Context: an optimization exercise on an open-source flow, tuned for small area. The choices shown serve that exercise and are no tape-out recipe.
Only simulation tests tie the RTL to the original design; equivalence was not proved.
Power is estimated from default activity; no workload was simulated.

## sram_logger
module sram_logger(
    input         CLK_48MHZ,
    input         RESET,           
    input         READ_CMD,
    input  [79:0] GEIG_DATA,
    input  [79:0] MAG_DATA,
    input  [31:0] SRAM_D_IN,
    output [17:0] SRAM_A,
    output [3:0]  SRAM_SRBS,
    output        SRAM_CE,
    output        SRAM_WE,
    output        SRAM_OE,
    output [15:0] SRAM_D_OUT,
    output        SRAM_D_OE,
    output [15:0] DATA_READ,
    output [17:0] W_ADDRESS,
    output        W_CHIP_SELECT,
    output [17:0] R_ADDRESS,
    output        R_CHIP_SELECT
);
reg [79:0] geig_prev;
reg [79:0] mag_prev;
reg        read_prev;
reg [7:0]  schedule;      
reg [2:0]  write_count;   
reg [1:0]  phase;         
reg [63:0] data_buffer;   
reg [17:0] w_address;
reg        w_chip_select;
reg [17:0] r_address;
reg        r_chip_select;
reg [17:0] sram_a;
reg        sram_cs;       
reg        sram_wr;       
reg        sram_rd;       
reg [15:0] dread;
reg  started;             
wire geig_new = started ? (GEIG_DATA != geig_prev) : (|GEIG_DATA);
wire mag_new  = started ? (MAG_DATA != mag_prev)   : (|MAG_DATA);
wire read_new = READ_CMD & ~read_prev;
reg [7:0] sched_ins;
always @(*) begin
    sched_ins = schedule;
    if (geig_new) begin
        if (sched_ins[1:0] == 2'b00)      sched_ins[1:0] = 2'd1;
        else if (sched_ins[3:2] == 2'b00) sched_ins[3:2] = 2'd1;
        else if (sched_ins[5:4] == 2'b00) sched_ins[5:4] = 2'd1;
        else                              sched_ins[7:6] = 2'd1;
    end
    if (mag_new) begin
        if (sched_ins[1:0] == 2'b00)      sched_ins[1:0] = 2'd2;
        else if (sched_ins[3:2] == 2'b00) sched_ins[3:2] = 2'd2;
        else if (sched_ins[5:4] == 2'b00) sched_ins[5:4] = 2'd2;
        else                              sched_ins[7:6] = 2'd2;
    end
    if (read_new) begin
  ...
Size in the first run: ~290 I/O pins, ~13,000 sq um of cells after synthesis.
==> flow/config.mk <==
export PLATFORM = sky130hd
export DESIGN_NAME = sram_logger
export DESIGN_NICKNAME = sram_logger
export VERILOG_FILES = /design/flow/design.v
export SDC_FILE = /design/flow/constraint.sdc
export NUM_CORES = 4
export LEC_CHECK = 0
export CAP_MARGIN = 0
export CORE_MARGIN = 2
export CORE_UTILIZATION = 65
export SLEW_MARGIN = 0
==> flow/constraint.sdc <==
create_clock -name core_clock -period 10.0 [get_ports {CLK_48MHZ}]
set_input_delay 2.0000 -clock core_clock [delete_from_list [all_inputs] [get_ports {CLK_48MHZ}]]
set_output_delay 2.0000 -clock core_clock [all_outputs]
set_load 0.01 [all_outputs]
standard.sh (not shown) runs the stock make flow with config.mk's settings and CLKGATE_MAP_FILE= SYNTH_SCRIPT=/design/flow/synth_recipe.tcl, a recipe that flattens the netlist after the stock synthesis.
==> flow/flow/run.sh <==
#!/bin/bash
# The standard layout (standard.sh), with these changes:
#  1. after the standard synthesis, the combinational cells are re-mapped by
#     ABC with an area-oriented script (resynth.ys, area.abc); the register
#     instances, their names and cell types are left as the standard synthesis
#     made them;
#  2. the port buffers that ORFS inserts on every input and output are
#     sky130_fd_sc_hd__buf_1 instead of the tool's default pick;
#  3. clock tree synthesis clusters up to 15 flip-flops per clkbuf_8 leaf
#     buffer and adds no dummy loads.
# Each tool's full output goes to a log of its own in this folder:
# synth_make.log, resynth_models.log, resynth.log, layout_make.log (and each
# ORFS step also keeps its log under orfs/logs/).
set -euo pipefail
here=$(pwd)
res=$here/orfs/results/$FLOW_PLATFORM/sram_logger/base
lib=$FLOW_HOME/platforms/$FLOW_PLATFORM/lib/sky130_fd_sc_hd__tt_025C_1v80.lib

bash standard.sh synth > synth_make.log 2>&1
cp "$res/1_2_yosys.v" standard_synth.v

# Function models of the library's combinational cells.
seq=$(awk '/^    cell \(/{c=$2} /^        (ff|latch|statetable) *\(/{print c}' "$lib" | tr -d '"();' | sort -u | tr '\n' ' ')
yosys -l resynth_models.log -p "read_liberty -ignore_miss_func $lib; delete $seq; write_verilog -noattr comb_models.v" > /dev/null 2>&1
dontuse=$(sed -n '/^export DONT_USE_CELLS += /,/^#/p' "$FLOW_HOME/platforms/$FLOW_PLATFORM/config.mk" | grep -o 'sky130_fd_sc_hd__[a-z0-9_]*' | sed 's/^/-dont_use /' | tr '\n' ' ')
printf 'set_driving_cell sky130_fd_sc_hd__buf_1\nset_load 5\n' > abc.constr
sed -e "s#@LIB@#$lib#g" -e "s#@IN@#$here/standard_synth.v#" -e "s#@OUT@#$here/resynth.v#" \
    -e "s#@SCR@#$here/flow/area.abc#" -e "s#@CONSTR@#$here/abc.constr#" -e "s#@DONTUSE@#$dontuse#" \
    -e "s#@MODELS@#$here/comb_models.v#" -e "s#@TOP@#$FLOW_TOP#g" flow/resynth.ys > resynth_run.ys
yosys -l resynth.log -s resynth_run.ys > /dev/null 2>&1
cp resynth.v "$res/1_2_yosys.v"
touch "$res/1_2_yosys.v"

export BUFFER_PORTS_ARGS="-buffer_cell sky130_fd_sc_hd__buf_1"
export CTS_ARGS="-sink_clustering_enable -repair_clock_nets -sink_clustering_size 15 -sink_clustering_max_diameter 60 -buf_list sky130_fd_sc_hd__clkbuf_8 -dont_use_dummy_load"
bash standard.sh finish > layout_make.log 2>&1
Other scripts of this flow, unchanged in this note and not shown: flow/flow/area.abc, flow/flow/resynth.ys
The first run completed with no timing, DRC or antenna violations.
Change:
- CAP_MARGIN: 0 -> 20
- CORE_UTILIZATION: 65 -> 40
- SLEW_MARGIN: 0 -> 20
=> Wire length rose by 15%; total power rose by 2.4%; combinational power rose by about 4%; clock skew rose by 0.017 ns; non-clock buffer count rose by 4; core utilization fell by 28 points; worst hold slack is about the same; area after synthesis stays the same.
Change:
--- a/flow/flow/run.sh
+++ b/flow/flow/run.sh
@@ -7,5 +7,5 @@
 #  2. the port buffers that ORFS inserts on every input and output are
 #     sky130_fd_sc_hd__buf_1 instead of the tool's default pick;
-#  3. clock tree synthesis clusters up to 15 flip-flops per clkbuf_8 leaf
+#  3. clock tree synthesis clusters up to 10 flip-flops per clkbuf_4 leaf
 #     buffer and adds no dummy loads.
 # Each tool's full output goes to a log of its own in this folder:
@@ -33,4 +33,4 @@
 
 export BUFFER_PORTS_ARGS="-buffer_cell sky130_fd_sc_hd__buf_1"
-export CTS_ARGS="-sink_clustering_enable -repair_clock_nets -sink_clustering_size 15 -sink_clustering_max_diameter 60 -buf_list sky130_fd_sc_hd__clkbuf_8 -dont_use_dummy_load"
+export CTS_ARGS="-sink_clustering_enable -repair_clock_nets -sink_clustering_size 10 -sink_clustering_max_diameter 50 -buf_list sky130_fd_sc_hd__clkbuf_4 -dont_use_dummy_load"
 bash standard.sh finish > layout_make.log 2>&1
- CAP_MARGIN: 20 -> 0
- CORE_UTILIZATION: 40 -> 65
- SLEW_MARGIN: 20 -> 0
Effect:
- utilization goes up by 28 points
- die area goes down by 38%
- final cell count goes down by 7.1%
- area after synthesis is unchanged
